This design comes from an exercise in tuning for small area, a short achievable clock period and few clock cycles on the open sky130 flow, not from production work. Only simulation tests tie the RTL to the original design; equivalence was not proved. Power is estimated from default activity; no workload was simulated.

$ cat design/flow/config.mk
export PLATFORM = sky130hd
export DESIGN_NAME = RISC15
export DESIGN_NICKNAME = RISC15
export VERILOG_FILES = /design/flow/design.v
export SDC_FILE = /design/flow/constraint.sdc
export NUM_CORES = 4
export LEC_CHECK = 0
export ABC_AREA = 1
export CAP_MARGIN = 20
export CORE_MARGIN = 2
export CORE_UTILIZATION = 40
export SLEW_MARGIN = 20
export TNS_END_PERCENT = 5
$ cat design/flow/constraint.sdc
create_clock -name core_clock -period 10.0 [get_ports {clk}]
set_input_delay 2.0000 -clock core_clock [delete_from_list [all_inputs] [get_ports {clk}]]
set_output_delay 2.0000 -clock core_clock [all_outputs]
set_load 0.01 [all_outputs]
$ cat design/flow/design.v
module RISC15(clk, proc_rst, mem_addr, mem_wdata, mem_write_n, mem_rdata, halted);
	input  wire        clk, proc_rst;
	output wire [15:0] mem_addr;
	output wire [15:0] mem_wdata;
	output wire        mem_write_n;
	input  wire [15:0] mem_rdata;
	output reg         halted;
	reg  [15:0] MA;         
	reg         fetching;   
	reg         rv;         
	reg  [15:0] IR;         
	reg  [7:0]  sa, sb;     
	reg         d_va;       
	reg         iv;         
	reg         bt;         
	reg  [15:0] pcX;        
	reg         nj;         
	reg         lport;      
	reg  [2:0]  ldr_p;
	reg         ldp;        
	reg  [2:0]  ldr_w;
	reg         wn;
	reg  [15:0] wd;
	reg         rst_q;      
	reg  [15:0] R [0:6];
	assign mem_addr    = MA;
	assign mem_wdata   = wd;
	assign mem_write_n = wn;
	wire [3:0]  op = IR[15:12];
	wire [2:0]  ra = IR[11:9], rb = IR[8:6], rc = IR[5:3];
	wire [15:0] simm = {{10{IR[5]}}, IR[5:0]};
	wire is_add = op == 4'b0000;
	wire is_adi = op == 4'b0001;
	wire is_ndu = op == 4'b0010;
	wire is_lhi = op == 4'b0011;
	wire is_lw  = op == 4'b0100;
	wire is_sw  = op == 4'b0101;
	wire is_jlr = op == 4'b1001;
	wire is_beq = op == 4'b1100;
	wire is_hlt = op == 4'b1010 || op == 4'b1011 || op == 4'b1101 || op == 4'b1110 || op == 4'b1111;
	reg [15:0] va, vb;
	integer k;
	always @* begin
		va = sa[7] ? pcX : 16'd0;
		vb = sb[7] ? pcX : 16'd0;
		for (k = 0; k < 7; k = k + 1) begin
			va = va | (sa[k] ? R[k] : 16'd0);
			vb = vb | (sb[k] ? R[k] : 16'd0);
		end
	end
	wire [15:0] opb = d_va ? va : simm;
	wire [15:0] ap  = vb ^ opb;
	wire [15:0] ag  = vb & opb;
	reg  [15:0] gg, pp, g2, p2;
	integer l, j;
	always @* begin
		gg = ag; pp = ap;
		for (l = 0; l < 4; l = l + 1) begin
			g2 = gg; p2 = pp;
			for (j = 0; j < 16; j = j + 1)
				if (j[l]) begin
					g2[j] = gg[j] | (pp[j] & gg[((j >> l) << l) - 1]);
					p2[j] = pp[j] & pp[((j >> l) << l) - 1];
				end
			gg = g2; pp = p2;
		end
	end
	wire [15:0] sum = ap ^ {gg[14:0], 1'b0};
	wire        eq  = ~|ap;
	reg  [13:0] hc;
	integer m;
	always @* begin
		hc[0] = 1'b1;
		for (m = 1; m < 14; m = m + 1) hc[m] = hc[m-1] & pcX[m+1];
	end
	wire [13:0] hinc = pcX[15:2] ^ hc;
	wire [15:0] pc1  = {&pcX[1:0] ? hinc : pcX[15:2], pcX[1:0] + 2'd1};
	wire ra_chk = is_add | is_ndu | is_adi | is_sw | is_beq | is_lhi | is_jlr;
	wire rb_chk = is_add | is_ndu | is_adi | is_sw | is_beq | is_lw | is_jlr;
	wire rc_chk = is_add | is_ndu;
	wire dep = lport & iv & ((ra_chk & ra == ldr_p) | (rb_chk & rb == ldr_p) | (rc_chk & rc == ldr_p));
	wire wr_op  = is_add | is_ndu | is_adi | is_lhi | is_jlr;
	wire wstall = ldp;
	wire go     = iv & ~bt & ~wstall & ~dep & ~is_hlt;
	wire taken  = go & is_beq & eq;            
	wire run    = (go & ~taken) | bt;
	wire jlrj   = go & is_jlr & (ra != rb);
	wire jump   = jlrj | bt;
	wire memop  = go & (is_lw | is_sw);
	wire ld_ir  = rv & (~iv | run);
	wire [1:0]  nk  = {1'b0, ~nj} + {1'b0, rv & ~dep} + {1'b0, fetching};
	wire [2:0]  nlo = {1'b0, pcX[1:0]} + {1'b0, nk};
	wire [15:0] nf  = {nlo[2] ? hinc : pcX[15:2], nlo[1:0]};
	wire        wr_x = go & wr_op;
	wire [2:0]  wa   = ldp ? ldr_w : (is_add | is_ndu) ? rc : ra;
	wire        s_sum = ~rst_q & ~ldp & (is_add | is_adi);
	wire        s_ndu = ~rst_q & ~ldp & is_ndu;
	wire        s_lhi = ~rst_q & ~ldp & is_lhi;
	wire        s_jlr = ~rst_q & ~ldp & is_jlr;
	wire        s_ld  = ~rst_q & ldp;
	wire [15:0] wdat = ({16{s_sum}} & sum) | ({16{s_ndu}} & ~ag) |
	                   ({16{s_lhi}} & {IR[8:0], 7'd0}) | ({16{s_jlr}} & pc1) |
	                   ({16{s_ld}} & mem_rdata);
	wire        we   = wr_x | ldp;
	integer i;
	always @(posedge clk)
		for (i = 0; i < 7; i = i + 1)
			if (rst_q || (we && wa == i)) R[i] <= wdat;
	wire [15:0] ir_in = (mem_rdata[15:12] == 4'b0001) ?
	                    {mem_rdata[15:12], mem_rdata[8:6], mem_rdata[11:9], mem_rdata[5:0]} : mem_rdata;
	always @(posedge clk) begin
		wd <= va;
		ldr_p <= ra;
		ldr_w <= ldr_p;
		rst_q <= ~proc_rst;
		if (ld_ir) begin
			IR <= ir_in;
			sa <= 8'd1 << ir_in[11:9];
			sb <= 8'd1 << ir_in[8:6];
			d_va <= ir_in[15:12] == 4'b0000 || ir_in[15:12] == 4'b0010 || ir_in[15:12] == 4'b1100;
		end else if (taken) begin
			sb <= 8'h80;            
			d_va <= 1'b0;
		end
		if (~proc_rst) begin
			MA <= 16'd0;
			fetching <= 1'b1;
			rv <= 1'b0;
			iv <= 1'b0;
			bt <= 1'b0;
			pcX <= 16'd0;
			nj <= 1'b1;
			lport <= 1'b0;
			ldp <= 1'b0;
			wn <= 1'b1;
			halted <= 1'b0;
		end else begin
			MA <= jlrj ? vb : (memop | bt) ? sum : nf;
			fetching <= ~memop;
			rv <= fetching & ~jump;
			iv <= jump ? 1'b0 : ld_ir ? 1'b1 : run ? 1'b0 : iv;
			bt <= taken;
			if (jump) begin pcX <= jlrj ? vb : sum; nj <= 1'b1; end
			else if (ld_ir) begin pcX <= nj ? pcX : pc1; nj <= 1'b0; end
			lport <= go & is_lw;
			ldp <= lport;
			wn <= ~(go & is_sw);
			halted <= halted | (iv & is_hlt);
		end
	end
endmodule
$ cat design/flow/flow/run.sh
#!/bin/bash
# Standard layout (the standard.sh), with repair aiming for a larger setup margin.
bash standard.sh SETUP_SLACK_MARGIN=8  finish > standard.log 2>&1
$ cat design/flow/standard.sh
#!/bin/bash
# synth_recipe.tcl (not shown) runs the flow's synth.tcl, then flattens the netlist and writes it again
# the make line also repeats each setting of config.mk as NAME=value (left out here)
make -C /OpenROAD-flow-scripts/flow DESIGN_CONFIG=/design/flow/config.mk WORK_HOME=/design/flow/orfs CLKGATE_MAP_FILE= SYNTH_SCRIPT=/design/flow/synth_recipe.tcl "${@:-finish}"
==> impl_metrics.toml, run 1 <==
[outcome]
status = "timing/DRC/antenna clean"

[timing]
fin_skew_ns = 0.0106
fmax_mhz = 273
tightest_slew_ns = 1.20
tns_ns = 0
slew_violations = 0
fin_crit_sh = 0.366
final.min_clock_period_ns = 3.66
setup-violations-final = 0
slew_headroom = 0.199
rsz0062_at_grt = "true"
hold_viol = 0

[clock_network]
clk_path_buf_depth = 3
path_clk_slew_ns = 0.06
clkLatencyLatePin_ns = 0.52
cts_root_buffer = "clkbuf_16"
cts.sinks = 209
htreeDepth = 1
tritoncts = "built"
holdBufCountCts = 0
numCtsBuffers = 24

[routing]
avgViaCountPerCell = 5.77
drtPass1Iterations = 8
vias = 9586
wl_per_cell_um = 22.5
drc = 0
wirelength_um = 37300
drt_iter0_drc = 1194
ant_nets = 0

[power_and_ir_drop]
powerDensity_nw_per_um2 = 187
p_leak_uw = 0.00547
irDropWorstVdd_v = 0.0000759

[setup_path]
worstPathRequired_ns = 10.24
arrival_ns = 3.90
max_stage_delay_ns = 0.52
crit_fanout = 7
crit_family = "compound AO/OA/AOI/OAI gates"
startpoint_type = "flip-flop"
critPathSlowestCell = "edfxtp_1"
path_class = "flip-flop to flip-flop"
r2r_start = "sa[7]"
crit_path_start = "sa[7]"
cpMostUsedCell = "nand2_1"
cp-end-kind = "flip-flop"
crit_chain = "buf_4 -> nand2_1 -> nand3_1 -> a221oi_1 -> o2111ai_2 -> nand2_1 -> nand2_1 -> ha_1 -> nand3_2 -> nand3_4 -> inv_1 -> fa_2 -> xnor2_1 -> inv_1 -> o221ai_2"
path_buf_inv = 3

[logic_synthesis]
synthXorXnorAreaFrac = 0.0106
syn-cell-area_um2 = 10800
yosysWarnings = 2
synth_top_area_cell = "edfxtp_1"
synthSimpleGateAreaFrac = 0.205
synth_common_cells = "319 x nand2_1, 145 x edfxtp_1, 120 x inv_1"
synthCells = 1205
avgSynthCellArea_um2 = 8.92
ys_async_sr_fraction = 0
synth.area.top_cells = "edfxtp_1 41%, dfxtp_1 12%, nand2_1 11%, a221oi_1 4.2%, inv_1 4.2%"
yosysUniqueCellTypes = 48
syn_nets = 1259
synth_top_area_frac = 0.405
muxShareOfSynthArea = 0
synthAdderAreaFrac = 0.0461
synth_compound_area_frac = 0.146
synth_seq_area_share = 0.524
synth-seq-cells = 209
synth.most_common_cell = "nand2_1"
synth_ff_type = "edfxtp_1"
synth_edf_count = 145
synth_top_family_by_area = "simple AND/OR/NAND/NOR gates"

[global_routing]
grt_pass1_wl_um = 55100
grt_max_degree = 29
antenna_found_initial = 0
grt.total_usage = 0.258
grt_overflow = 0
first_global_vias = 8971

[floorplan]
rows = 60
die_area_um2 = 28200
chipHeight_um = 168
ios = 52
coreArea_um2 = 26700
fp.dieW_um = 168
start_util = 0.403

[hold_path]
hp-class = "flip-flop to flip-flop"
min_from = "ldr_p[1]"

[place]
port_buffers = 51
hpwl_um = 25200
place_congestion = 0.949

[final_layout]
fill_cells = 2388
post-route-util = 0.506
final_layout_size_suffix_gt1_frac = 0.179
final_nets = 1355
diodes = 0
areaGrowthSynthToFinish_pct = 25.3

[job]
drv_cap = 0
cells by family after synthesis:
logic type,count (synthesis)
and+or+nand+nor,520
buffers and inverters,183
xor gates and xnor gates,13
DFF,209
adders and majority gates,36
AOI/OAI and AO/OA,244
power breakdown:
| part | switching, uW | internal, uW | total, uW |
|---|---|---|---|
| logic | 365 | 234 | 599 |
| clock network | 351 | 513 | 863 |
| registers | 51.8 | 1010 | 1060 |
| total | 767 | 1750 | 2520 |
sequential cells by signal (all words and copies together), names as in the netlist, 3 cells and up:
signal  cells
pcX        16
ldr_p       3
wd         16
sb          8
ldr_w       3
MA         16
R         112
IR         16
sa          8
final timing paths:
| kind | end | slack [ns] | depth (start not counted) |
|---|---|---|---|
| worst max register to register | R[6][5] | 6.34 | 15 |
| worst max-delay path | R[6][5] | 6.34 | 15 |
| worst min register to register | ldr_w[1] | 0.41 | 0 |
| worst min-delay path | ldr_w[1] | 0.41 | 0 |
worst register-to-register path, stage by stage, from the launching register on:
cell,delay [ns]
edfxtp_1,0.52
buf_4,0.21
nand2_1,0.09
nand3_1,0.08
a221oi_1,0.30
o2111ai_2,0.23
nand2_1,0.10
nand2_1,0.11
ha_1,0.33
nand3_2,0.10
nand3_4,0.09
inv_1,0.06
fa_2,0.39
xnor2_1,0.22
inv_1,0.12
o221ai_2,0.42
layer usage:
| layer | vias to the layer above | part of all wire | global-route usage |
|---|---|---|---|
| li1 | 4377 | - | - |
| met1 | 4504 | 0.39 | 0.348 |
| met4 | 0 | 0.056 | 0.130 |
| met2 | 582 | 0.44 | 0.398 |
| met3 | 123 | 0.11 | 0.0501 |
| met5 | - | 0 | 0 |
cell type report:
class | count | area [um2] | area share
tap | 341 | 427 | 0.0317
sequential | 209 | 5640 | 0.419
timing repair buffer | 119 | 1090 | 0.0808
clock inverter | 15 | 125 | 0.00929
clock buffer | 29 | 651 | 0.0483
inverter | 133 | 526 | 0.0390
timing repair inverter | 1 | 7.51 | 0.000557
multi-input combinational | 813 | 5010 | 0.372
cell usage in the layout, fill, tap and decap left out, types with 6 or more instances in the layout:
cell             count
nand2_1            293
edfxtp_1           145
inv_1              114
nor2_1              82
nand3_1             75
dfxtp_1             63
buf_4               60
o21ai_0             51
clkdlybuf4s50_1     50
a221oi_1            47
o21ai_1             42
a21oi_1             28
clkbuf_16           25
nand2_2             24
ha_1                15
ha_4                13
inv_2               10
nand4_1              9
o22ai_1              9
xnor2_1              9
o211ai_1             8
nand2_4              8
a21oi_2              7
nand3_2              7
clkinv_1             7
clkinv_2             6
per-stage QoR:
step / worst slack (ns) / hold slack, ns / cell area (um2) / total power, uW / instances
6_report: 6.34 / 0.407 / 13500 / 2520 / 1660
5_1_grt: 6.25 / 0.426 / 13500 / 2610 / 1660
4_1_cts: 6.39 / 0.406 / 13100 / 2460 / 1640
3_5_place_dp: 5.70 / 0.397 / 11800 / 1540 / 1557
3_3_place_gp: 5.76 / 0.398 / 11800 / 1540 / 1557
2_1_floorplan: 6.70 / 0.376 / 11000 / 1360 / 1205
what timing repair did:
| action | in CTS | in global routing |
|---|---|---|
| resized for setup | 56 | 57 |
| buffers inserted | 39 | 19 |
| endpoints found under the setup margin | 366 | 366 |
| pin swaps | 18 | 24 |
| cloned | 0 | 1 |
Testbench counts, summed over its fixed seeds: cycles 20,518.
==> run 2, diff against run 1 <==
==> design/flow/flow/run.sh (replaced) <==
#!/bin/bash
# Standard layout (the standard.sh), with repair aiming for a larger setup margin.
bash standard.sh SETUP_SLACK_MARGIN=7  finish > standard.log 2>&1
==> impl_metrics.toml, run 2 <==
[clock_network]
numCtsBuffers = 23
cts.sinks = 209
cts_root_buffer = "clkbuf_16"
clk_path_buf_depth = 3
holdBufCountCts = 0
htreeDepth = 1
clkLatencyLatePin_ns = 0.52
path_clk_slew_ns = 0.06
tritoncts = "built"

[floorplan]
chipHeight_um = 168
rows = 60
coreArea_um2 = 26700
die_area_um2 = 28200
ios = 52
start_util = 0.403
fp.dieW_um = 168

[setup_path]
crit_path_start = "sa[7]"
crit_chain = "clkinv_4 -> buf_4 -> buf_4 -> o22ai_1 -> a221oi_1 -> nand2_1 -> o21ai_1 -> inv_1 -> ha_4 -> a21oi_1 -> o311ai_4 -> inv_1 -> fa_2 -> o221ai_4"
max_stage_delay_ns = 0.62
arrival_ns = 3.85
worstPathRequired_ns = 10.19
crit_fanout = 7
critPathSlowestCell = "fa_2"
startpoint_type = "flip-flop"
path_class = "flip-flop to flip-flop"
crit_family = "compound AO/OA/AOI/OAI gates"
cp-end-kind = "flip-flop"
path_buf_inv = 5
r2r_start = "sa[7]"

[logic_synthesis]
synthXorXnorAreaFrac = 0.0106
ys_async_sr_fraction = 0
synthCells = 1205
synthSimpleGateAreaFrac = 0.205
synth_edf_count = 145
syn_nets = 1259
synth.area.top_cells = "edfxtp_1 41%, dfxtp_1 12%, nand2_1 11%, a221oi_1 4.2%, inv_1 4.2%"
synth_ff_type = "edfxtp_1"
synthAdderAreaFrac = 0.0461
synth_compound_area_frac = 0.146
avgSynthCellArea_um2 = 8.92
syn-cell-area_um2 = 10800
synth_top_area_cell = "edfxtp_1"
yosysUniqueCellTypes = 48
muxShareOfSynthArea = 0
synth_top_area_frac = 0.405
synth_top_family_by_area = "simple AND/OR/NAND/NOR gates"
synth_common_cells = "319 x nand2_1, 145 x edfxtp_1, 120 x inv_1"
yosysWarnings = 2
synth_seq_area_share = 0.524
synth-seq-cells = 209
synth.most_common_cell = "nand2_1"

[global_routing]
grt_max_degree = 29
antenna_found_initial = 0
grt_overflow = 0
grt_pass1_wl_um = 54800
grt.total_usage = 0.257
first_global_vias = 8957

[place]
place_congestion = 0.963
port_buffers = 51
post-place-ws_ns = 5.71
hpwl_um = 25000

[routing]
wirelength_um = 37500
avgViaCountPerCell = 5.79
ant_nets = 0
wl_per_cell_um = 22.3
vias = 9720
drc = 0
drtPass1Iterations = 6
drt_iter0_drc = 1328

[final_layout]
final_nets = 1376
largest_register_ffs = 112
mostFrequentLayoutCells = "309 x nand2_1, 145 x edfxtp_1, 110 x inv_1"
diodes = 0
final_common_cell = "nand2_1"
final_layout_size_suffix_gt1_frac = 0.196
top_register = "R"
areaGrowthSynthToFinish_pct = 27.8

[timing]
slew_headroom = 0.231
tightest_slew_ns = 1.15
fin_skew_ns = 0.0141
final.min_clock_period_ns = 3.66
setup-violations-final = 0
fin_crit_sh = 0.366
fmax_mhz = 273
tns_ns = 0
slew_violations = 0
fin_ws_ns = 6.34
hold_viol = 0
rsz0062_at_grt = "true"

[power_and_ir_drop]
powerDensity_nw_per_um2 = 184
clkPwrFrac = 0.338
fin_total_pwr_uw = 2530
comb_power_share = 0.246
p_sw_frac = 0.304
p_int_uw = 1760
p_leak_uw = 0.00563
irDropWorstVdd_v = 0.0000911
p_sw_uw = 771
p_seq_frac = 0.416

[hold_path]
hp-class = "flip-flop to flip-flop"
min_from = "ldr_p[1]"

[job]
drv_cap = 0

[outcome]
status = "timing/DRC/antenna clean"
==> run 2: cells by family (layout without fill, tap and decap cells) <==
logic type	Yosys count	count (layout)
flip-flops	209	209
adder cells (fa/ha/maj)	36	36
XOR/XNOR	13	13
AO/OA/AOI/OAI	244	244
buffers and inverters	183	316
AND/OR/NAND/NOR	520	520
==> run 2: per-stage QoR <==
stage,instance area [um2],instances,hold slack [ns],utilization
after floorplan,10900,1205,0.376,-
after global placement,11700,1558,0.393,0.437
after detailed placement,11700,1558,0.397,0.437
after CTS,12900,1639,0.404,0.486
after global routing,13700,1679,0.426,0.516
final,13700,1679,0.407,0.516
==> run 2: repair_timing <==
item | in CTS | in global routing
resized for setup | 44 | 99
gates cloned | 0 | 1
buffers inserted | 40 | 39
pin swaps | 13 | 36
setup endpoints to repair | 242 | 243
==> run 2: cell type report <==
class	count	area [um2]
multi-input combinational	813	5090
tap	341	427
fill	2384	12900
clock buffer	27	601
timing repair buffer	141	1280
timing repair inverter	1	8.76
inverter	133	537
sequential	209	5640
clock inverter	14	155
==> run 2: power by group through the flow <==
stage	Clock [uW]	Sequential [uW]	Combinational (uW)
CTS	869	1050	519
finish	856	1050	623
global route	903	1060	668
global placement	0	1090	446
detailed placement	0	1090	450
floorplan	0	1060	297
==> run 2: final timing paths <==
check,slack (ns),endpoint,cells after the start
worst max-delay path,6.34,R[3][8],14
worst min-delay path,0.41,ldr_w[1],0
worst max register to register,6.34,R[3][8],14
worst min register to register,0.41,ldr_w[1],0
==> run 2: per-layer routing <==
layer	vias up	global-route usage	wire length (um)
li1	4419	-	-
met1	4569	0.350	14800
met2	611	0.401	16600
met3	121	0.0463	4110
met4	0	0.115	1960
met5	-	0	0
==> run 3, diff against run 2 <==
==> design/flow/flow/run.sh (replaced) <==
#!/bin/bash
# Standard layout (the standard.sh), with two changes in how it is made:
# repair aims for a larger setup margin, and the port buffers are buf_1 cells.
bash standard.sh SETUP_SLACK_MARGIN=7 "BUFFER_PORTS_ARGS=-buffer_cell sky130_fd_sc_hd__buf_1"  finish > standard.log 2>&1
==> impl_metrics.toml, run 3 <==
[setup_path]
rr_worst_depth = 15
r2r_start = "sa[1]"
cp-end-kind = "flip-flop"
cp-endpoint = "R[4][9]"
worstPathRequired_ns = 10.28
arrival_ns = 3.99
crit_fanout = 7
crit_path_start = "sa[1]"
startpoint_type = "flip-flop"
r2r_end = "R[4][9]"
ff2ff_setup_slack_ns = 6.29
path_class = "flip-flop to flip-flop"

[timing]
fin_crit_sh = 0.371
final.min_clock_period_ns = 3.71
rsz0062_at_grt = "true"
tightest_slew_ns = 1.16
slew_violations = 0
hold_viol = 0
tns_ns = 0
fin_skew_ns = 0.0206
fmax_mhz = 270
setup-violations-final = 0
slew_headroom = 0.226

[final_layout]
final_nets = 1357
regArea_um2 = 5640
final_layout_size_suffix_gt1_frac = 0.150
top_register = "R"
final_common_cell = "nand2_1"
multi_input_area_um2 = 4830
largest_register_ffs = 112
areaGrowthSynthToFinish_pct = 19.7
finalInstanceArea_um2 = 12900
fill_cells = 2441
diodes = 0
mostFrequentLayoutCells = "312 x nand2_1, 145 x edfxtp_1, 117 x inv_1"

[floorplan]
fp.dieW_um = 168
coreArea_um2 = 26700
die_area_um2 = 28200
chipHeight_um = 168
rows = 60
ios = 52
start_util = 0.403

[logic_synthesis]
synth.most_common_cell = "nand2_1"
synth_seq_area_share = 0.524
synthAdderAreaFrac = 0.0461
synth.area.top_cells = "edfxtp_1 41%, dfxtp_1 12%, nand2_1 11%, a221oi_1 4.2%, inv_1 4.2%"
muxShareOfSynthArea = 0
avgSynthCellArea_um2 = 8.92
synthCells = 1205
syn-cell-area_um2 = 10800
yosysWarnings = 2
synth_top_family_by_area = "simple AND/OR/NAND/NOR gates"
yosysUniqueCellTypes = 48
synth_edf_count = 145
synthXorXnorAreaFrac = 0.0106
ys_async_sr_fraction = 0
synth-seq-cells = 209
synth_top_area_cell = "edfxtp_1"
synthSimpleGateAreaFrac = 0.205
synth_top_area_frac = 0.405
syn_nets = 1259
synth_ff_type = "edfxtp_1"
synth_common_cells = "319 x nand2_1, 145 x edfxtp_1, 120 x inv_1"
synth_compound_area_frac = 0.146

[routing]
ant_nets = 0
drc = 0
avgViaCountPerCell = 5.75
drt_iter0_drc = 1204
drtPass1Iterations = 6
vias = 9535
wl_per_cell_um = 22.4
wirelength_um = 37200

[power_and_ir_drop]
irDropWorstVdd_v = 0.000100
powerDensity_nw_per_um2 = 185
p_leak_uw = 0.00524

[clock_network]
numCtsBuffers = 23
clkLatencyLatePin_ns = 0.52
htreeDepth = 1
clk_path_buf_depth = 3
path_clk_slew_ns = 0.06
cts.sinks = 209
cts_root_buffer = "clkbuf_16"
holdBufCountCts = 0
tritoncts = "built"

[global_routing]
use_met2 = 0.402
antenna_found_initial = 0
first_global_vias = 8998
gr-usage-met3 = 0.0400
grt_pass1_wl_um = 55400
grt_overflow = 0
grt_max_degree = 29
grt.total_usage = 0.260
grt_busiest_layer = "met2"
gr-usage-met1 = 0.359

[hold_path]
hp-class = "flip-flop to flip-flop"

[outcome]
status = "timing/DRC/antenna clean"

[place]
placedInstanceArea_um2 = 11400
place_congestion = 0.951
port_buffers = 51
hpwl_um = 25300

[job]
drv_cap = 0
==> run 3: cell count changes in the layout (fill, tap and decap cells not counted), sizes merged <==
cell	before	now
bufinv	3	1
clkinv	12	15
buf	90	123
clkdlybuf4s50	50	0
dlymetal6s2s	1	0
clkbuf	27	25
inv	130	128
==> run 3: power breakdown <==
group	internal [uW]	switching (uW)
registers	1010	49.6
logic	185	348
clock network	445	350
total	1640	748
==> run 3: layer usage <==
| layer | vias up | part of all wire |
|---|---|---|
| li1 | 4380 | - |
| met1 | 4486 | 0.41 |
| met2 | 547 | 0.44 |
| met3 | 122 | 0.097 |
| met4 | 0 | 0.052 |
| met5 | - | 0 |
==> run 3: cell families (layout without fill, tap and decap cells) <==
| logic type | Yosys count | count (layout) |
|---|---|---|
| buffers and inverters | 183 | 295 |
| adders and majority gates | 36 | 36 |
| DFF | 209 | 209 |
| and+or+nand+nor | 520 | 520 |
| AOI/OAI and AO/OA | 244 | 244 |
| xor gates and xnor gates | 13 | 13 |
==> run 3: worst min path at each step <==
stage / startpoint / end / cells after the start
detailed placement: ldr_p[1] / ldr_w[1] / 0
global route: ldr_p[1] / ldr_w[1] / 0
finish: ldr_p[1] / ldr_w[1] / 0
global placement: ldr_p[1] / ldr_w[1] / 0
floorplan: ldr_p[1] / ldr_w[1] / 0
CTS: ldr_p[1] / ldr_w[1] / 0
==> run 3: cell type report <==
cell class              count  area share
clock buffers              25      0.0453
clock inverters            14     0.00798
inverters                 133      0.0406
multi-input cells         813       0.375
flip-flops and latches    209       0.438
well taps                 341      0.0332
repair buffers            123      0.0594
==> run 3: stage by stage <==
stage          std cells  hold slack (ns)  worst slack, ns  power [uW]   util
6_report            1658            0.420             6.29        2380  0.483
5_1_grt             1658            0.441             6.13        2480  0.483
4_1_cts             1648            0.420             6.38        2350  0.476
3_5_place_dp        1560            0.410             5.76        1520  0.426
3_3_place_gp        1560            0.396             5.84        1510  0.426
2_1_floorplan       1205            0.376             6.70        1360      -
==> run 3: timing repair <==
action	4_1_cts	5_1_grt
pin swaps	13	4
buffers inserted	49	10
gates cloned	0	0
endpoints found under the setup margin	197	213
gates resized for setup	57	18
==> run 3: worst max-delay path, cell delays in order, from the launching register on <==
cell	delay (ns)
edfxtp_1	0.48
buf_4	0.19
a221oi_1	0.30
nand3_1	0.11
a21oi_1	0.15
o21ai_1	0.16
o21ai_0	0.18
inv_1	0.09
ha_4	0.30
inv_1	0.08
o311ai_4	0.39
inv_2	0.09
fa_2	0.38
xnor2_2	0.19
inv_1	0.12
o221ai_4	0.25
==> run 4, diff against run 3 <==
==> design/flow/flow/run.sh (replaced) <==
#!/bin/bash
# Standard layout (the standard.sh), with two changes in how it is made:
# repair aims for a larger setup margin, and the port buffers are buf_1 cells.
bash standard.sh SETUP_SLACK_MARGIN=8 "BUFFER_PORTS_ARGS=-buffer_cell sky130_fd_sc_hd__buf_1"  finish > standard.log 2>&1
--- a/design/flow/config.mk
+++ b/design/flow/config.mk
@@ -9,5 +9,6 @@
 export CAP_MARGIN = 20
 export CORE_MARGIN = 2
 export CORE_UTILIZATION = 40
+export CTS_BUF_LIST = sky130_fd_sc_hd__clkbuf_8
 export SLEW_MARGIN = 20
 export TNS_END_PERCENT = 5
==> impl_metrics.toml, run 4 <==
[setup_path]
path_buf_inv = 3
crit_chain = "nand2_1 -> nand2_1 -> a221oi_1 -> nand2_1 -> ha_2 -> inv_1 -> o311ai_4 -> inv_2 -> fa_2 -> xnor2_2 -> inv_1 -> o221ai_4"
ff2ff_setup_slack_ns = 6.41
crit_family = "compound AO/OA/AOI/OAI gates"
worstPathRequired_ns = 10.30
cpMostUsedCell = "nand2_1"
critPathSlowestCell = "edfxtp_1"
max_stage_delay_ns = 0.77
cp-end-kind = "flip-flop"
startpoint_type = "flip-flop"
arrival_ns = 3.89
crit_fanout = 16
path_class = "flip-flop to flip-flop"

[logic_synthesis]
yosysUniqueCellTypes = 48
synthCells = 1205
avgSynthCellArea_um2 = 8.92
synth_seq_area_share = 0.524
syn_nets = 1259
synth-seq-cells = 209
syn-cell-area_um2 = 10800
synth.most_common_cell = "nand2_1"
synth.area.top_cells = "edfxtp_1 41%, dfxtp_1 12%, nand2_1 11%, a221oi_1 4.2%, inv_1 4.2%"
ys_async_sr_fraction = 0
synth_ff_type = "edfxtp_1"
yosysWarnings = 2
synth_common_cells = "319 x nand2_1, 145 x edfxtp_1, 120 x inv_1"
synth_edf_count = 145
synth_top_area_cell = "edfxtp_1"
synth_top_area_frac = 0.405

[global_routing]
grt_max_degree = 29
grt.total_usage = 0.260
grt_overflow = 0
first_global_vias = 9305
grt_pass1_wl_um = 55400
antenna_found_initial = 0

[timing]
slew_headroom = 0.158
setup-violations-final = 0
fin_skew_ns = 0.0389
hold_viol = 0
fmax_mhz = 279
rsz0062_at_grt = "true"
tightest_slew_ns = 1.26
fin_crit_sh = 0.359
tns_ns = 0
final.min_clock_period_ns = 3.59
slew_violations = 0

[clock_network]
numCtsBuffers = 35
cts_root_buffer = "clkbuf_8"
clkLatencyLatePin_ns = 0.55
holdBufCountCts = 0
htreeDepth = 2
path_clk_slew_ns = 0.06
clk_path_buf_depth = 3
tritoncts = "built"
cts.sinks = 209

[power_and_ir_drop]
p_leak_uw = 0.00538
fin_total_pwr_uw = 2410
powerDensity_nw_per_um2 = 182
irDropWorstVdd_v = 0.0000936

[routing]
drc = 0
wl_per_cell_um = 22.3
wirelength_um = 37600
avgViaCountPerCell = 5.75
ant_nets = 0
vias = 9692
drt_iter0_drc = 1231
drtPass1Iterations = 6

[final_layout]
top_register = "R"
diodes = 0
final_nets = 1372
fill_cells = 2480
largest_register_ffs = 112
mostFrequentLayoutCells = "306 x nand2_1, 145 x edfxtp_1, 122 x inv_1"
final_common_cell = "nand2_1"
areaGrowthSynthToFinish_pct = 22.8
final_layout_size_suffix_gt1_frac = 0.190

[job]
drv_cap = 0

[floorplan]
rows = 60
coreArea_um2 = 26700
chipHeight_um = 168
fp.dieW_um = 168
start_util = 0.403
ios = 52
die_area_um2 = 28200

[outcome]
status = "timing/DRC/antenna clean"

[place]
hpwl_um = 25600
port_buffers = 51
place_congestion = 0.915

[hold_path]
hp-class = "flip-flop to flip-flop"
==> run 4: cell counts after synthesis <==
No cell type changed its count.
==> run 4: worst register-to-register path, cell delays in order, from the launching register on <==
cell      delay, ns
edfxtp_1       0.77
nand2_1        0.19
nand2_1        0.07
a221oi_1       0.24
nand2_1        0.23
ha_2           0.45
inv_1          0.11
o311ai_4       0.33
inv_2          0.06
fa_2           0.35
xnor2_2        0.19
inv_1          0.11
o221ai_4       0.23
==> run 4: what timing repair did <==
| action | in CTS | in global routing |
|---|---|---|
| setup endpoints to repair | 355 | 356 |
| resized for setup | 50 | 59 |
| buffers inserted | 41 | 20 |
| endpoints found under the hold margin | 0 | 0 |
| cloned | 0 | 3 |
| pin swaps | 19 | 21 |
==> run 4: path summary, 6_finish.rpt <==
kind                            startpoint  endpoint  cells after the start
worst max-delay path                 sb[3]   R[3][9]                     12
worst min-delay path              ldr_p[1]  ldr_w[1]                      0
worst max register to register       sb[3]   R[3][9]                     12
worst min register to register    ldr_p[1]  ldr_w[1]                      0
==> run 4: kinds of logic after synthesis <==
| group | Yosys count | synth area share |
|---|---|---|
| XOR/XNOR | 13 | 0.0106 |
| AO/OA/AOI/OAI | 244 | 0.146 |
| buffers and inverters | 183 | 0.0679 |
| flip-flops | 209 | 0.524 |
| adder cells (fa/ha/maj) | 36 | 0.0461 |
| AND/OR/NAND/NOR | 520 | 0.205 |
==> run 4: where the power goes <==
| group | leakage (uW) | switching, uW | internal (uW) |
|---|---|---|---|
| clock | 0.000416 | 351 | 426 |
| sequential | 0.00201 | 52.4 | 1010 |
| combinational | 0.00295 | 363 | 208 |
==> run 4: layout make-up <==
cell class              count  area (um2)  area share
well taps                 341         427      0.0323
clock inverters            26         205      0.0155
multi-input cells         815        5100       0.386
flip-flops and latches    209        5640       0.427
repair buffers            123         777      0.0589
inverters                 133         529      0.0401
clock buffers              37         509      0.0386
repair inverters            1        8.76    0.000664
==> run 4: metrics by stage <==
step	setup WS [ns]	util	hold WS (ns)	area [um2]	cells
after floorplan	6.70	-	0.376	11000	1205
after global placement	5.83	0.430	0.393	11500	1558
after detailed placement	5.77	0.430	0.395	11500	1558
after CTS	6.46	0.478	0.399	12700	1662
after global routing	6.26	0.495	0.419	13200	1685
final	6.41	0.495	0.403	13200	1685
==> run 4: per-layer routing <==
layer,part of all wire,vias to the layer above,GRT usage
met2,0.43,609,0.397
li1,-,4422,-
met3,0.096,157,0.0472
met4,0.067,0,0.160
met5,0,-,0
met1,0.40,4504,0.346
==> run 5, diff against run 4 <==
==> design/flow/flow/run.sh (replaced) <==
#!/bin/bash
# Standard layout (the standard.sh), with two changes in how it is made:
# repair aims for a larger setup margin, and the port buffers are buf_1 cells.
bash standard.sh SETUP_SLACK_MARGIN=8 "BUFFER_PORTS_ARGS=-buffer_cell sky130_fd_sc_hd__buf_1" finish > standard.log 2>&1
--- a/design/flow/config.mk
+++ b/design/flow/config.mk
@@ -9,6 +9,7 @@
 export CAP_MARGIN = 20
 export CORE_MARGIN = 2
 export CORE_UTILIZATION = 40
-export CTS_BUF_LIST = sky130_fd_sc_hd__clkbuf_8
+export CTS_CLUSTER_DIAMETER = 80
+export CTS_CLUSTER_SIZE = 20
 export SLEW_MARGIN = 20
 export TNS_END_PERCENT = 5
==> impl_metrics.toml, run 5 <==
[logic_synthesis]
ys_async_sr_fraction = 0
synth.area.top_cells = "edfxtp_1 41%, dfxtp_1 12%, nand2_1 11%, a221oi_1 4.2%, inv_1 4.2%"
synth_edf_count = 145
synth_compound_area_frac = 0.146
avgSynthCellArea_um2 = 8.92
synth_top_area_cell = "edfxtp_1"
synthSimpleGateAreaFrac = 0.205
synth_common_cells = "319 x nand2_1, 145 x edfxtp_1, 120 x inv_1"
yosysWarnings = 2
syn_nets = 1259
synth-seq-cells = 209
syn-cell-area_um2 = 10800
synth.most_common_cell = "nand2_1"
synth_ff_type = "edfxtp_1"
synthXorXnorAreaFrac = 0.0106
synthAdderAreaFrac = 0.0461
synthCells = 1205
yosysUniqueCellTypes = 48
muxShareOfSynthArea = 0
synth_top_area_frac = 0.405
synth_top_family_by_area = "simple AND/OR/NAND/NOR gates"
synth_seq_area_share = 0.524

[timing]
slew_violations = 0
final.min_clock_period_ns = 3.60
tns_ns = 0
fin_crit_sh = 0.360
hold_viol = 0
fin_skew_ns = 0.0222
rsz0062_at_grt = "true"
setup-violations-final = 0
tightest_slew_ns = 1.19
fmax_mhz = 278
slew_headroom = 0.204

[clock_network]
cts.sinks = 209
clk_path_buf_depth = 3
path_clk_slew_ns = 0.09
clkLatencyLatePin_ns = 0.50
htreeDepth = 1
numCtsBuffers = 15
cts_root_buffer = "clkbuf_16"
tritoncts = "built"

[power_and_ir_drop]
p_leak_uw = 0.00508
p_int_uw = 1500
p_seq_frac = 0.479
powerDensity_nw_per_um2 = 175
p_sw_uw = 706
p_sw_frac = 0.319
fin_total_pwr_uw = 2210
comb_power_share = 0.240
clkPwrFrac = 0.281
irDropWorstVdd_v = 0.0000896

[global_routing]
grt_overflow = 0
first_global_vias = 9027
antenna_found_initial = 0
grt.total_usage = 0.256
grt_max_degree = 29
grt_pass1_wl_um = 54500

[setup_path]
path_class = "flip-flop to flip-flop"
ff2ff_setup_slack_ns = 6.40
crit_fanout = 7
r2r_start = "sa[1]"
startpoint_type = "flip-flop"
worstPathRequired_ns = 10.25
cp-end-kind = "flip-flop"
rr_worst_depth = 16
r2r_end = "R[2][8]"
arrival_ns = 3.85

[final_layout]
diodes = 0
regArea_um2 = 5640
largest_register_ffs = 112
final_common_cell = "nand2_1"
fill_cells = 2512
final_layout_size_suffix_gt1_frac = 0.139
mostFrequentLayoutCells = "307 x nand2_1, 145 x edfxtp_1, 117 x inv_1"
final_nets = 1331
areaGrowthSynthToFinish_pct = 17.4
multi_input_area_um2 = 4910
layout.cells.non_filler = 1626
post-route-util = 0.474
top_register = "R"

[floorplan]
die_area_um2 = 28200
chipHeight_um = 168
ios = 52
coreArea_um2 = 26700
rows = 60
start_util = 0.403
fp.dieW_um = 168

[outcome]
status = "timing/DRC/antenna clean"

[place]
hpwl_um = 25600
placed_cells = 1558
port_buffers = 51
place_congestion = 0.915

[routing]
avgViaCountPerCell = 5.75
ant_nets = 0
drt_iter0_drc = 1098
wirelength_um = 36600
vias = 9347
drtPass1Iterations = 5
wl_per_cell_um = 22.5
drc = 0

[job]
drv_cap = 0

[hold_path]
hold_end = "ldr_w[1]"
worstHoldPathCells = 0
min_from = "ldr_p[1]"
hp-class = "flip-flop to flip-flop"
-- run 5: cell counts after synthesis --
No cell type changed its count.
-- run 5: worst max-delay path by stage --
stage               endpoint  depth (start not counted)  slack (ns)   from
global route         R[1][6]                         20        6.24  sa[7]
finish               R[2][8]                         16        6.40  sa[1]
global placement    R[1][13]                         18        5.83  sa[0]
detailed placement  R[2][13]                         18        5.77  sa[0]
floorplan             pcX[8]                         20        6.70  sa[7]
CTS                  R[2][8]                         17        6.46  sa[7]
-- run 5: power groups by stage --
stage | sequential (uW) | combinational (uW) | clock (uW)
floorplan | 1060 | 299 | 0
global placement | 1090 | 423 | 0
detailed placement | 1090 | 425 | 0
CTS | 1060 | 496 | 632
global route | 1060 | 572 | 659
finish | 1060 | 530 | 621
-- run 5: final cells by class --
| class | count | area share |
|---|---|---|
| Clock inverter | 5 | 0.00476 |
| Tap cell | 341 | 0.0338 |
| Inverter | 133 | 0.0413 |
| Sequential cell | 209 | 0.447 |
| Multi-Input combinational cell | 813 | 0.389 |
| Timing Repair Buffer | 105 | 0.0521 |
| Clock buffer | 20 | 0.0320 |
-- run 5: repair_timing --
action | in CTS | in global routing
hold buffers | 0 | 0
pin swaps | 17 | 12
gates cloned | 0 | 0
endpoints found under the hold margin | 0 | 0
buffers inserted | 41 | 2
endpoints found under the setup margin | 357 | 357
resized for setup | 51 | 26
-- run 5: per-layer routing --
metal  share of wire  wire, um  up-vias  track usage
li1                -         -     4321            -
met1            0.41     15100     4352        0.347
met2            0.43     15800      550        0.395
met3           0.093      3410      124       0.0386
met4           0.062      2260        0        0.137
met5               0         0        -            0
-- run 5: critical path, cell delays in order (launching register included) --
cell and delay [ns]:
edfxtp_1 0.43, buf_4 0.19, a221oi_2 0.26, nand2_1 0.09, a221oi_2 0.20, o21ai_1 0.15
nand2_1 0.08, o21ai_1 0.07, ha_2 0.20, fa_2 0.39, nand3_2 0.09, nand3_2 0.10
nand4_1 0.13, o311ai_4 0.13, inv_2 0.08, fa_2 0.47, o221ai_4 0.30
-- run 5: cells by family after synthesis --
logic type	after synthesis
AND/OR/NAND/NOR	520
XOR/XNOR	13
AO/OA/AOI/OAI	244
buffers and inverters	183
adder cells (fa/ha/maj)	36
flip-flops	209
-- run 5: stage by stage --
stage | cell area, um2 | hold slack, ns | worst slack, ns
6_report | 12600 | 0.407 | 6.40
5_1_grt | 12600 | 0.427 | 6.24
4_1_cts | 12500 | 0.406 | 6.46
3_5_place_dp | 11500 | 0.395 | 5.77
3_3_place_gp | 11500 | 0.393 | 5.83
2_1_floorplan | 11000 | 0.376 | 6.70
==> run 6, diff against run 5 <==
--- a/design/flow/config.mk
+++ b/design/flow/config.mk
@@ -9,7 +9,7 @@
 export CAP_MARGIN = 20
 export CORE_MARGIN = 2
 export CORE_UTILIZATION = 40
-export CTS_CLUSTER_DIAMETER = 80
-export CTS_CLUSTER_SIZE = 20
+export CTS_CLUSTER_DIAMETER = 90
+export CTS_CLUSTER_SIZE = 25
 export SLEW_MARGIN = 20
 export TNS_END_PERCENT = 5
==> impl_metrics.toml, run 6 <==
[setup_path]
crit_chain = "buf_4 -> buf_4 -> a221oi_1 -> nand2_1 -> o21ai_0 -> inv_1 -> ha_1 -> inv_1 -> o311ai_4 -> inv_2 -> fa_2 -> xnor2_2 -> inv_1 -> nand2_1 -> nand3_1 -> a21oi_2"
critPathSlowestCell = "o311ai_4"
arrival_ns = 4.04
ff2ff_setup_slack_ns = 6.36
cpMostUsedCell = "inv_1"
worstPathRequired_ns = 10.40
path_class = "flip-flop to flip-flop"
cp-end-kind = "flip-flop"
max_stage_delay_ns = 0.40
path_buf_inv = 6
startpoint_type = "flip-flop"
crit_family = "compound AO/OA/AOI/OAI gates"
crit_fanout = 9

[floorplan]
ios = 52
coreArea_um2 = 26700
chipHeight_um = 168
start_util = 0.403
die_area_um2 = 28200
rows = 60
fp.dieW_um = 168

[hold_path]
hp-class = "flip-flop to flip-flop"

[timing]
slew_violations = 0
fmax_mhz = 274
setup-violations-final = 0
rsz0062_at_grt = "true"
final.min_clock_period_ns = 3.64
fin_crit_sh = 0.364
hold_viol = 0
fin_skew_ns = 0.0147
tns_ns = 0
slew_headroom = 0.284
hold-worst-slack_ns = 0.412
tightest_slew_ns = 1.07

[outcome]
status = "timing/DRC/antenna clean"

[final_layout]
largest_register_ffs = 112
final_common_cell = "nand2_1"
areaGrowthSynthToFinish_pct = 18.0
mostFrequentLayoutCells = "305 x nand2_1, 145 x edfxtp_1, 117 x inv_1"
regArea_um2 = 5640
final_nets = 1341
diodes = 0
multi_input_area_um2 = 4990
final_layout_size_suffix_gt1_frac = 0.158
fill_cells = 2518
top_register = "R"

[global_routing]
grt_overflow = 0
grt_pass1_wl_um = 54900
grt.total_usage = 0.258
first_global_vias = 8982
antenna_found_initial = 0
grt_max_degree = 29

[logic_synthesis]
synth_ff_type = "edfxtp_1"
synth-seq-cells = 209
synthCells = 1205
yosysUniqueCellTypes = 48
synth.area.top_cells = "edfxtp_1 41%, dfxtp_1 12%, nand2_1 11%, a221oi_1 4.2%, inv_1 4.2%"
ys_async_sr_fraction = 0
synth_top_area_frac = 0.405
syn_nets = 1259
syn-cell-area_um2 = 10800
synth_top_area_cell = "edfxtp_1"
synth_edf_count = 145
synth_seq_area_share = 0.524
synth.most_common_cell = "nand2_1"
avgSynthCellArea_um2 = 8.92
synth_common_cells = "319 x nand2_1, 145 x edfxtp_1, 120 x inv_1"
yosysWarnings = 2

[routing]
drc = 0
wl_per_cell_um = 22.7
ant_nets = 0
avgViaCountPerCell = 5.81
drtPass1Iterations = 8
drt_iter0_drc = 1115
vias = 9499
wirelength_um = 37100

[clock_network]
clkLatencyLatePin_ns = 0.49
cts_root_buffer = "clkbuf_16"
holdBufCountCts = 0
tritoncts = "built"
cts.sinks = 209
numCtsBuffers = 13
htreeDepth = 1
path_clk_slew_ns = 0.10
clk_path_buf_depth = 3

[job]
drv_cap = 0

[place]
hpwl_um = 25600
port_buffers = 51
place_congestion = 0.915

[power_and_ir_drop]
powerDensity_nw_per_um2 = 170
irDropWorstVdd_v = 0.0000827
p_leak_uw = 0.00509
==> run 6: changes by cell type in the layout (fill, tap and decap cells not counted), moves of 3 or more <==
cell and change:
buf_4 +15, nand2_4 -4, a221oi_2 +4, nand2_2 +6
a221oi_1 -4, a21oi_1 -5, nand3_2 +3, a21oi_2 +5
nand3_1 -3
==> run 6: metal layers <==
metal,track usage,share of wire,vias to the layer above
met4,0.134,0.058,0
met3,0.0378,0.096,128
met5,0,0,-
met1,0.354,0.41,4464
li1,-,-,4326
met2,0.397,0.43,581
==> run 6: stage by stage <==
step	total power, uW	area [um2]	utilization	setup slack, ns	std cells
2_1_floorplan	1360	11000	-	6.70	1205
3_3_place_gp	1520	11500	0.430	5.83	1558
3_5_place_dp	1520	11500	0.430	5.77	1558
4_1_cts	2120	12400	0.467	6.41	1624
5_1_grt	2240	12700	0.476	6.28	1634
6_report	2160	12700	0.476	6.36	1634
==> run 6: worst paths after layout <==
check	from	cells after the start	end
max reg2reg	sa[2]	16	MA[9]
min	ldr_p[1]	0	ldr_w[1]
min reg2reg	ldr_p[1]	0	ldr_w[1]
max	sa[2]	16	MA[9]
==> run 6: power by group <==
group | internal, uW | leakage, uW | switching, uW
Clock | 250 | 0.000185 | 302
Sequential | 1000 | 0.00201 | 52.8
Combinational | 192 | 0.00290 | 354
Total | 1450 | 0.00509 | 708
==> run 6: logic make-up (layout without fill, tap and decap cells) <==
group | Yosys count | count (layout) | synth area share
simple gates | 520 | 520 | 0.205
compound gates | 244 | 244 | 0.146
flops | 209 | 209 | 0.524
buf+inv | 183 | 271 | 0.0679
fa+ha+maj | 36 | 36 | 0.0461
xor+xnor | 13 | 13 | 0.0106
==> run 6: cell type report <==
cell class                      instances  share of cell area
Tap cell                              341              0.0336
Clock inverter                          5             0.00375
Inverter                              133              0.0411
Sequential cell                       209               0.445
Clock buffer                           16              0.0265
Multi-Input combinational cell        813               0.393
Timing Repair Buffer                  117              0.0567
==> run 6: what timing repair did <==
item	CTS	global route
endpoints found under the hold margin	0	0
pin swaps	19	18
resized for setup	51	37
setup endpoints to repair	357	357
buffers inserted	45	10
==> run 7, diff against run 6 <==
--- a/design/flow/design.v
+++ b/design/flow/design.v
@@ -58,9 +58,9 @@
 		for (l = 0; l < 4; l = l + 1) begin
 			g2 = gg; p2 = pp;
 			for (j = 0; j < 16; j = j + 1)
-				if (j[l]) begin
-					g2[j] = gg[j] | (pp[j] & gg[((j >> l) << l) - 1]);
-					p2[j] = pp[j] & pp[((j >> l) << l) - 1];
+				if (j >= (1 << l)) begin
+					g2[j] = gg[j] | (pp[j] & gg[j - (1 << l)]);
+					p2[j] = pp[j] & pp[j - (1 << l)];
 				end
 			gg = g2; pp = p2;
 		end
--- a/design/flow/config.mk
+++ b/design/flow/config.mk
@@ -9,7 +9,6 @@
 export CAP_MARGIN = 20
 export CORE_MARGIN = 2
 export CORE_UTILIZATION = 40
-export CTS_CLUSTER_DIAMETER = 90
-export CTS_CLUSTER_SIZE = 25
+export CTS_BUF_LIST = sky130_fd_sc_hd__clkbuf_8
 export SLEW_MARGIN = 20
 export TNS_END_PERCENT = 5
==> impl_metrics.toml, run 7 <==
[outcome]
status = "timing/DRC/antenna clean"

[logic_synthesis]
yosysUniqueCellTypes = 46
synthXorXnorAreaFrac = 0.0178
syn_nets = 1277
syn-cell-area_um2 = 10800
synth_top_area_cell = "edfxtp_1"
synth.most_common_cell = "nand2_1"
synth_top_area_frac = 0.401
synth.area.top_cells = "edfxtp_1 40%, dfxtp_1 12%, nand2_1 11%, inv_1 4.2%, o21ai_0 4.1%"
synthAdderAreaFrac = 0.0395
synthCells = 1226
ys_async_sr_fraction = 0
avgSynthCellArea_um2 = 8.85
yosysWarnings = 2
synth-seq-cells = 209
synth_top_family_by_area = "simple AND/OR/NAND/NOR gates"
synth_ff_type = "edfxtp_1"
synth_common_cells = "311 x nand2_1, 145 x edfxtp_1, 122 x inv_1"
synth_compound_area_frac = 0.155
synth_edf_count = 145
muxShareOfSynthArea = 0
synthSimpleGateAreaFrac = 0.199
synth_seq_area_share = 0.520

[floorplan]
rows = 60
fp.dieW_um = 169
start_util = 0.405
chipHeight_um = 169
coreArea_um2 = 26800
die_area_um2 = 28400
ios = 52

[clock_network]
cts.sinks = 209
numCtsBuffers = 37
clkLatencyLatePin_ns = 0.55
htreeDepth = 2
holdBufCountCts = 0
clk_path_buf_depth = 3
cts_root_buffer = "clkbuf_8"
tritoncts = "built"
path_clk_slew_ns = 0.06

[setup_path]
rr_worst_depth = 18
startpoint_type = "flip-flop"
crit_fanout = 7
arrival_ns = 3.73
worstPathRequired_ns = 10.30
critPathSlowestCell = "edfxtp_1"
crit_chain = "buf_6 -> clkinvlp_4 -> o21ai_1 -> a221oi_1 -> nand2_1 -> nand2_1 -> o21ai_1 -> ha_1 -> inv_2 -> nand4_1 -> nor3_1 -> nand4_1 -> nand3_1 -> nand2_2 -> nand2_4 -> clkinvlp_4 -> nand2_2 -> nor2_1"
path_class = "flip-flop to flip-flop"
max_stage_delay_ns = 0.45
cp-end-kind = "flip-flop"

[final_layout]
post-route-util = 0.509
mostFrequentLayoutCells = "298 x nand2_1, 145 x edfxtp_1, 124 x inv_1"
final_common_cell = "nand2_1"
finalInstanceArea_um2 = 13700
final_layout_size_suffix_gt1_frac = 0.211
areaGrowthSynthToFinish_pct = 25.9
diodes = 0
largest_register_ffs = 112
top_register = "R"
final_nets = 1429
layout.cells.non_filler = 1747

[timing]
fin_skew_ns = 0.0211
fmax_mhz = 292
tightest_slew_ns = 1.04
final.min_clock_period_ns = 3.42
slew_violations = 0
rsz0062_at_grt = "true"
setup-violations-final = 0
hold_viol = 0
slew_headroom = 0.304
tns_ns = 0
fin_crit_sh = 0.342
hold-worst-slack_ns = 0.420

[routing]
drtPass1Iterations = 5
vias = 10100
drc = 0
avgViaCountPerCell = 5.76
wl_per_cell_um = 21.9
drt_iter0_drc = 1416
ant_nets = 0
wirelength_um = 38200

[global_routing]
grt_max_degree = 46
antenna_found_initial = 0
grt.total_usage = 0.266
grt_pass1_wl_um = 57200
grt_overflow = 0
first_global_vias = 9689

[hold_path]
hp-class = "flip-flop to flip-flop"
worstHoldPathCells = 2

[power_and_ir_drop]
irDropWorstVdd_v = 0.0000765
powerDensity_nw_per_um2 = 184
p_leak_uw = 0.00565

[place]
port_buffers = 51
place_congestion = 0.987
placed_cells = 1570
hpwl_um = 25600
placedInstanceArea_um2 = 11600

[job]
drv_cap = 0
run 7: changes by cell type after synthesis, moves of 5 or more:
cell	previous run	this run
o21ai_1	38	6
o21ai_0	65	88
o211ai_1	8	24
xor2_1	2	16
a21oi_1	37	47
nand2_1	319	311
nand3_1	80	87
nand4_1	9	16
a221oi_1	52	47
nor2_1	85	80
nor3_1	3	8
xnor2_1	11	6
run 7: worst paths after layout:
path / start / endpoint / slack [ns]
worst min register to register: lport / ldp / 0.42
worst max-delay path: sa[7] / sb[1] / 6.58
worst max register to register: sa[7] / sb[1] / 6.58
worst min-delay path: lport / ldp / 0.42
run 7: stage by stage:
stage               total power, uW  worst slack (ns)
finish                         2520              6.58
floorplan                      1400              6.87
global route                   2620              6.34
detailed placement             1570              5.71
CTS                            2480              6.71
global placement               1570              5.79
run 7: cell families (layout without fill, tap and decap cells):
logic type / count (synthesis) / after routing
AND/OR/NAND/NOR: 517 / 517
AO/OA/AOI/OAI: 258 / 258
flip-flops: 209 / 209
buffers and inverters: 187 / 367
adder cells (fa/ha/maj): 33 / 33
XOR/XNOR: 22 / 22
run 7: timing repair:
action	in CTS	in global routing
setup buffers	99	9
pin swaps	29	14
cloned	2	0
resized for setup	67	28
endpoints found under the setup margin	355	357
run 7: metal layers:
layer  up-vias  share of wire  GRT usage
li1       4588              -          -
met2       603           0.45      0.417
met4         0          0.054      0.136
met3       141          0.097     0.0510
met5         -              0          0
met1      4727           0.40      0.353
run 7: area by class of cell:
cell class / instances / area (um2)
clock inverter: 27 / 185
sequential: 209 / 5640
multi-input combinational: 830 / 5140
clock buffer: 40 / 551
tap: 341 / 427
fill: 2420 / 13100
timing repair buffer: 169 / 1190
inverter: 129 / 502
timing repair inverter: 2 / 15.0
run 7: worst max-delay path: cells and delay by family (launching register included):
| kind | cells | cell delay [ns] |
|---|---|---|
| AOI/OAI and AO/OA | 3 | 0.37 |
| adders and majority gates | 1 | 0.35 |
| buffers and inverters | 4 | 0.69 |
| DFF | 1 | 0.45 |
| and+or+nand+nor | 10 | 1.31 |
run 7: report_power, final:
part           internal (uW)  leakage (uW)  switching [uW]
sequential              1010       0.00201            46.1
combinational            257       0.00321             406
clock                    426      0.000431             371
Testbench counts of run 7, summed over its fixed seeds: cycles 20,518.
==> run 8, diff against run 7 <==
--- a/design/flow/config.mk
+++ b/design/flow/config.mk
@@ -9,6 +9,7 @@
 export CAP_MARGIN = 20
 export CORE_MARGIN = 2
 export CORE_UTILIZATION = 40
-export CTS_BUF_LIST = sky130_fd_sc_hd__clkbuf_8
+export CTS_CLUSTER_DIAMETER = 80
+export CTS_CLUSTER_SIZE = 20
 export SLEW_MARGIN = 20
 export TNS_END_PERCENT = 5
==> impl_metrics.toml, run 8 <==
[outcome]
status = "timing/DRC/antenna clean"

[timing]
fmax_mhz = 294
hold_viol = 0
slew_headroom = 0.310
final.min_clock_period_ns = 3.40
tns_ns = 0
setup-violations-final = 0
tightest_slew_ns = 1.04
fin_crit_sh = 0.340
fin_skew_ns = 0.0279
rsz0062_at_grt = "true"
fin_ws_ns = 6.60
slew_violations = 0

[clock_network]
cts_root_buffer = "clkbuf_16"
tritoncts = "built"
cts.sinks = 209
htreeDepth = 1
path_clk_slew_ns = 0.09
clk_path_buf_depth = 3
numCtsBuffers = 15
clkLatencyLatePin_ns = 0.49

[setup_path]
path_buf_inv = 0
r2r_start = "pcX[2]"
crit_family = "adder cells"
arrival_ns = 3.53
max_stage_delay_ns = 0.37
critPathSlowestCell = "dfxtp_4"
cp-end-kind = "flip-flop"
crit_fanout = 7
crit_path_start = "pcX[2]"
path_class = "flip-flop to flip-flop"
worstPathRequired_ns = 10.14
crit_chain = "ha_4 -> ha_4 -> ha_4 -> ha_4 -> ha_4 -> ha_4 -> ha_4 -> ha_4 -> ha_4 -> ha_4 -> ha_4 -> ha_4 -> nand2_2 -> o21ai_4 -> a221oi_4 -> o221ai_4"
cpMostUsedCell = "ha_4"
startpoint_type = "flip-flop"

[final_layout]
final_layout_size_suffix_gt1_frac = 0.193
largest_register_ffs = 112
mostFrequentLayoutCells = "296 x nand2_1, 145 x edfxtp_1, 109 x inv_1"
finalInstanceArea_um2 = 13300
final_common_cell = "nand2_1"
areaGrowthSynthToFinish_pct = 23.0
diodes = 0
layout.cells.non_filler = 1679
final_nets = 1381
top_register = "R"
post-route-util = 0.498

[floorplan]
die_area_um2 = 28400
ios = 52
chipHeight_um = 169
fp.dieW_um = 169
rows = 60
start_util = 0.405
coreArea_um2 = 26800

[global_routing]
antenna_found_initial = 0
grt_overflow = 0
first_global_vias = 9234
grt_max_degree = 46
grt_pass1_wl_um = 55300
grt.total_usage = 0.257

[place]
post-place-ws_ns = 5.71
place_congestion = 0.987
placed_cells = 1570
port_buffers = 51
hpwl_um = 25600
placedInstanceArea_um2 = 11600

[logic_synthesis]
synth_top_area_frac = 0.401
syn-cell-area_um2 = 10800
synth.most_common_cell = "nand2_1"
synth_ff_type = "edfxtp_1"
synth_seq_area_share = 0.520
yosysWarnings = 2
synth.area.top_cells = "edfxtp_1 40%, dfxtp_1 12%, nand2_1 11%, inv_1 4.2%, o21ai_0 4.1%"
ys_async_sr_fraction = 0
synth_top_area_cell = "edfxtp_1"
syn_nets = 1277
avgSynthCellArea_um2 = 8.85
synth-seq-cells = 209
synthCells = 1226
yosysUniqueCellTypes = 46
synth_common_cells = "311 x nand2_1, 145 x edfxtp_1, 122 x inv_1"
synth_edf_count = 145

[routing]
drtPass1Iterations = 6
drc = 0
wirelength_um = 37700
avgViaCountPerCell = 5.87
vias = 9858
drt_iter0_drc = 1374
wl_per_cell_um = 22.5
ant_nets = 0

[power_and_ir_drop]
powerDensity_nw_per_um2 = 173
irDropWorstVdd_v = 0.0000752
p_leak_uw = 0.00534

[hold_path]
hp-class = "flip-flop to flip-flop"
min_from = "lport"

[job]
drv_cap = 0
run 8: worst min-delay path, delay by kind of cell, from the launching register on:
family	cells	cell delay, ns
buffers and inverters	1	0.03
flip-flops	1	0.31
AND/OR/NAND/NOR	1	0.05
run 8: layer usage:
metal / part of all wire / global-route usage
met4: 0.054 / 0.126
met5: 0 / 0
met1: 0.41 / 0.352
met2: 0.45 / 0.401
met3: 0.087 / 0.0372
run 8: what timing repair did:
action,CTS,global route
resized for setup,55,81
endpoints found under the setup margin,356,357
setup buffers,59,20
gates cloned,3,2
hold buffers,0,0
pin swaps,27,39
run 8: worst paths after layout:
kind                                 end  slack, ns  cells after the start
worst max register to register  R[4][14]       6.60                     16
worst min-delay path                 ldp       0.43                      2
worst max-delay path            R[4][14]       6.60                     16
worst min register to register       ldp       0.43                      2
run 8: logic make-up (layout without fill, tap and decap cells):
kind of cell	Yosys count	count (layout)	share of synthesized area
and+or+nand+nor	517	517	0.199
buffers and inverters	187	299	0.0692
DFF	209	209	0.520
AOI/OAI and AO/OA	258	258	0.155
xor gates and xnor gates	22	22	0.0178
adders and majority gates	33	33	0.0395
run 8: layout make-up:
type | count | area (um2)
Clock inverter | 3 | 36.3
Multi-Input combinational cell | 830 | 5270
Fill cell | 2396 | 13500
Timing Repair Buffer | 140 | 1020
Sequential cell | 209 | 5640
Inverter | 129 | 514
Clock buffer | 22 | 402
Tap cell | 341 | 427
Timing Repair inverter | 5 | 36.3
run 8: stage by stage:
stage / hold slack [ns] / total power, uW
after global routing: 0.440 / 2410
after global placement: 0.415 / 1570
after detailed placement: 0.415 / 1570
after floorplan: 0.397 / 1400
final: 0.429 / 2310
after CTS: 0.428 / 2230
run 8: power breakdown:
part | switching, uW | internal, uW
sequential | 46.0 | 1010
clock | 309 | 289
combinational | 410 | 247
==> run 9, diff against run 8 <==
--- a/design/flow/config.mk
+++ b/design/flow/config.mk
@@ -11,5 +11,6 @@
 export CORE_UTILIZATION = 40
 export CTS_CLUSTER_DIAMETER = 80
 export CTS_CLUSTER_SIZE = 20
+export PLACE_DENSITY = 0.75
 export SLEW_MARGIN = 20
 export TNS_END_PERCENT = 5
==> impl_metrics.toml, run 9 <==
[final_layout]
areaGrowthSynthToFinish_pct = 22.7
final_layout_size_suffix_gt1_frac = 0.187
final_common_cell = "nand2_1"
fill_cells = 2349
top_register = "R"
final_nets = 1395
largest_register_ffs = 112
mostFrequentLayoutCells = "298 x nand2_1, 145 x edfxtp_1, 108 x inv_1"

[timing]
tns_ns = 0
rsz0062_at_grt = "true"
hold_viol = 0
final.min_clock_period_ns = 3.38
fin_crit_sh = 0.338
tightest_slew_ns = 0.956
slew_headroom = 0.361
hold-worst-slack_ns = 0.439
setup-violations-final = 0
fmax_mhz = 296
slew_violations = 0
fin_skew_ns = 0.0253

[logic_synthesis]
synth_edf_count = 145
synth_top_area_cell = "edfxtp_1"
yosysUniqueCellTypes = 46
synth.area.top_cells = "edfxtp_1 40%, dfxtp_1 12%, nand2_1 11%, inv_1 4.2%, o21ai_0 4.1%"
synthCells = 1226
synth_common_cells = "311 x nand2_1, 145 x edfxtp_1, 122 x inv_1"
synth_seq_area_share = 0.520
synth-seq-cells = 209
avgSynthCellArea_um2 = 8.85
ys_async_sr_fraction = 0
yosysWarnings = 2
synth.most_common_cell = "nand2_1"
syn-cell-area_um2 = 10800
synth_ff_type = "edfxtp_1"
syn_nets = 1277
synth_top_area_frac = 0.401

[place]
hpwl_um = 25100
port_buffers = 51
place_congestion = 1.02

[routing]
drt_iter0_drc = 1377
wirelength_um = 37900
vias = 10200
wl_per_cell_um = 22.4
avgViaCountPerCell = 6.01
ant_nets = 0
drc = 0
drtPass1Iterations = 8

[power_and_ir_drop]
irDropWorstVdd_v = 0.000102
powerDensity_nw_per_um2 = 173
p_leak_uw = 0.00539

[clock_network]
numCtsBuffers = 15
clkLatencyLatePin_ns = 0.49
tritoncts = "built"
cts.sinks = 209
clk_path_buf_depth = 3
holdBufCountCts = 0
path_clk_slew_ns = 0.09
htreeDepth = 1
cts_root_buffer = "clkbuf_16"

[setup_path]
cp-end-kind = "flip-flop"
critPathSlowestCell = "dfxtp_4"
path_buf_inv = 0
cpMostUsedCell = "ha_4"
arrival_ns = 3.52
crit_fanout = 7
path_class = "flip-flop to flip-flop"
crit_chain = "ha_4 -> ha_4 -> ha_4 -> ha_4 -> ha_4 -> ha_4 -> ha_4 -> ha_4 -> ha_4 -> ha_4 -> ha_4 -> ha_4 -> nand2_2 -> o21ai_4 -> a221oi_4 -> o221ai_4"
max_stage_delay_ns = 0.35
crit_family = "adder cells"
startpoint_type = "flip-flop"
worstPathRequired_ns = 10.14

[global_routing]
grt_max_degree = 46
grt.total_usage = 0.257
antenna_found_initial = 0
first_global_vias = 9630
grt_pass1_wl_um = 55900
grt_overflow = 0

[floorplan]
die_area_um2 = 28400
fp.dieW_um = 169
chipHeight_um = 169
ios = 52
rows = 60
start_util = 0.405
coreArea_um2 = 26800

[outcome]
status = "timing/DRC/antenna clean"

[job]
drv_cap = 0

[hold_path]
hp-class = "flip-flop to flip-flop"
-- run 9: cell counts after synthesis --
No cell type changed its count.
-- run 9: repair_timing --
action,CTS,global route
endpoints found under the setup margin,357,358
cloned,3,0
resized for setup,67,44
pin swaps,32,31
setup buffers,77,17
-- run 9: kinds of logic (layout without fill, tap and decap cells) --
kind of cell / after synthesis / after routing / share of synthesized area
compound gates: 258 / 258 / 0.155
xor+xnor: 22 / 22 / 0.0178
fa+ha+maj: 33 / 33 / 0.0395
buf+inv: 187 / 313 / 0.0692
flops: 209 / 209 / 0.520
other cells: 0 / 1 / 0
simple gates: 517 / 517 / 0.199
-- run 9: per-layer routing --
metal | vias to the layer above | wire length (um) | share of wire | GRT usage
met3 | 173 | 4540 | 0.12 | 0.0610
met5 | - | 0 | 0 | 0
met2 | 730 | 16900 | 0.45 | 0.408
met4 | 0 | 2240 | 0.059 | 0.130
met1 | 4760 | 14200 | 0.37 | 0.330
li1 | 4515 | - | - | -
-- run 9: final timing paths --
check | start | end | slack [ns] | cells after the start
worst max-delay path | pcX[2] | R[2][14] | 6.62 | 16
worst min register to register | ldr_p[1] | ldr_w[1] | 0.44 | 0
worst min-delay path | ldr_p[1] | ldr_w[1] | 0.44 | 0
worst max register to register | pcX[2] | R[2][14] | 6.62 | 16
-- run 9: stage by stage --
stage           util  cell area (um2)  power (uW)  cells  setup slack [ns]
6_report       0.496            13300        2300   1694              6.62
5_1_grt        0.496            13300        2380   1693              6.48
4_1_cts        0.483            12900        2220   1676              6.65
3_5_place_dp   0.433            11600        1560   1571              5.86
3_3_place_gp   0.433            11600        1550   1571              6.04
2_1_floorplan      -            11200        1400   1226              6.87
-- run 9: cell type report --
| class | instances | area (um2) | area share |
|---|---|---|---|
| multi-input cells | 830 | 5140 | 0.387 |
| clock buffers | 21 | 398 | 0.0299 |
| flip-flops and latches | 209 | 5640 | 0.424 |
| inverters | 129 | 504 | 0.0379 |
| repair inverters | 2 | 15.0 | 0.00113 |
| diodes | 1 | 2.50 | 0.000188 |
| well taps | 341 | 427 | 0.0321 |
| clock inverters | 4 | 36.3 | 0.00273 |
| repair buffers | 157 | 1140 | 0.0855 |
-- run 9: power breakdown --
group	total, uW	internal, uW	switching, uW	leakage (uW)
logic	652	247	405	0.00317
registers	1060	1010	50.7	0.00201
clock network	593	286	307	0.000212
total	2300	1540	763	0.00539

[afterwards: timing with drivers on the ports]
No port has a modelled driver above. Below, the same layouts with a new extraction and two added sets of constraints.
Step 1 (the two cells are an assumption about what drives the block):
set clk [get_ports {clk}]
set_driving_cell -lib_cell sky130_fd_sc_hd__clkbuf_16 $clk
set_driving_cell -lib_cell sky130_fd_sc_hd__buf_2 [delete_from_list [all_inputs] $clk]
Step 2, shift: input delay + t, output delay - t, t = (earliest + latest rising clock arrival at the registers) / 2. This alone moves slack from input paths to output paths.
Three values: no drivers, after step 1, after step 2; two values: the first two.
run | t (ns) | setup slack, ns | clock arrival spread, ns | worst register clock-pin slew, ns | worst data-port slew with drivers (ns)
run 1 | 0.566 | 6.340 / 6.340 / 5.860 | 0.010 / 0.011 | 0.06 / 0.06 | 0.03
run 2 | 0.566 | 6.340 / 6.340 / 6.096 | 0.015 / 0.015 | 0.06 / 0.06 | 0.04
run 3 | 0.562 | 6.290 / 6.290 / 6.016 | 0.020 / 0.021 | 0.07 / 0.07 | 0.03
run 4 | 0.577 | 6.414 / 6.414 / 6.086 | 0.039 / 0.040 | 0.07 / 0.07 | 0.03
run 5 | 0.538 | 6.397 / 6.397 / 6.080 | 0.022 / 0.022 | 0.09 / 0.09 | 0.03
run 6 | 0.532 | 6.357 / 6.357 / 6.038 | 0.015 / 0.015 | 0.10 / 0.10 | 0.03
run 7 | 0.587 | 6.580 / 6.580 / 6.394 | 0.021 / 0.021 | 0.07 / 0.07 | 0.03
run 8 | 0.533 | 6.603 / 6.603 / 6.424 | 0.028 / 0.028 | 0.09 / 0.09 | 0.03
run 9 | 0.532 | 6.623 / 6.623 / 6.390 | 0.026 / 0.026 | 0.09 / 0.09 | 0.05
After both steps setup and hold are still met in every run listed. The setup slack of run 1, which loses most, moves by 0.000 ns with the drivers and by -0.480 ns with both steps.
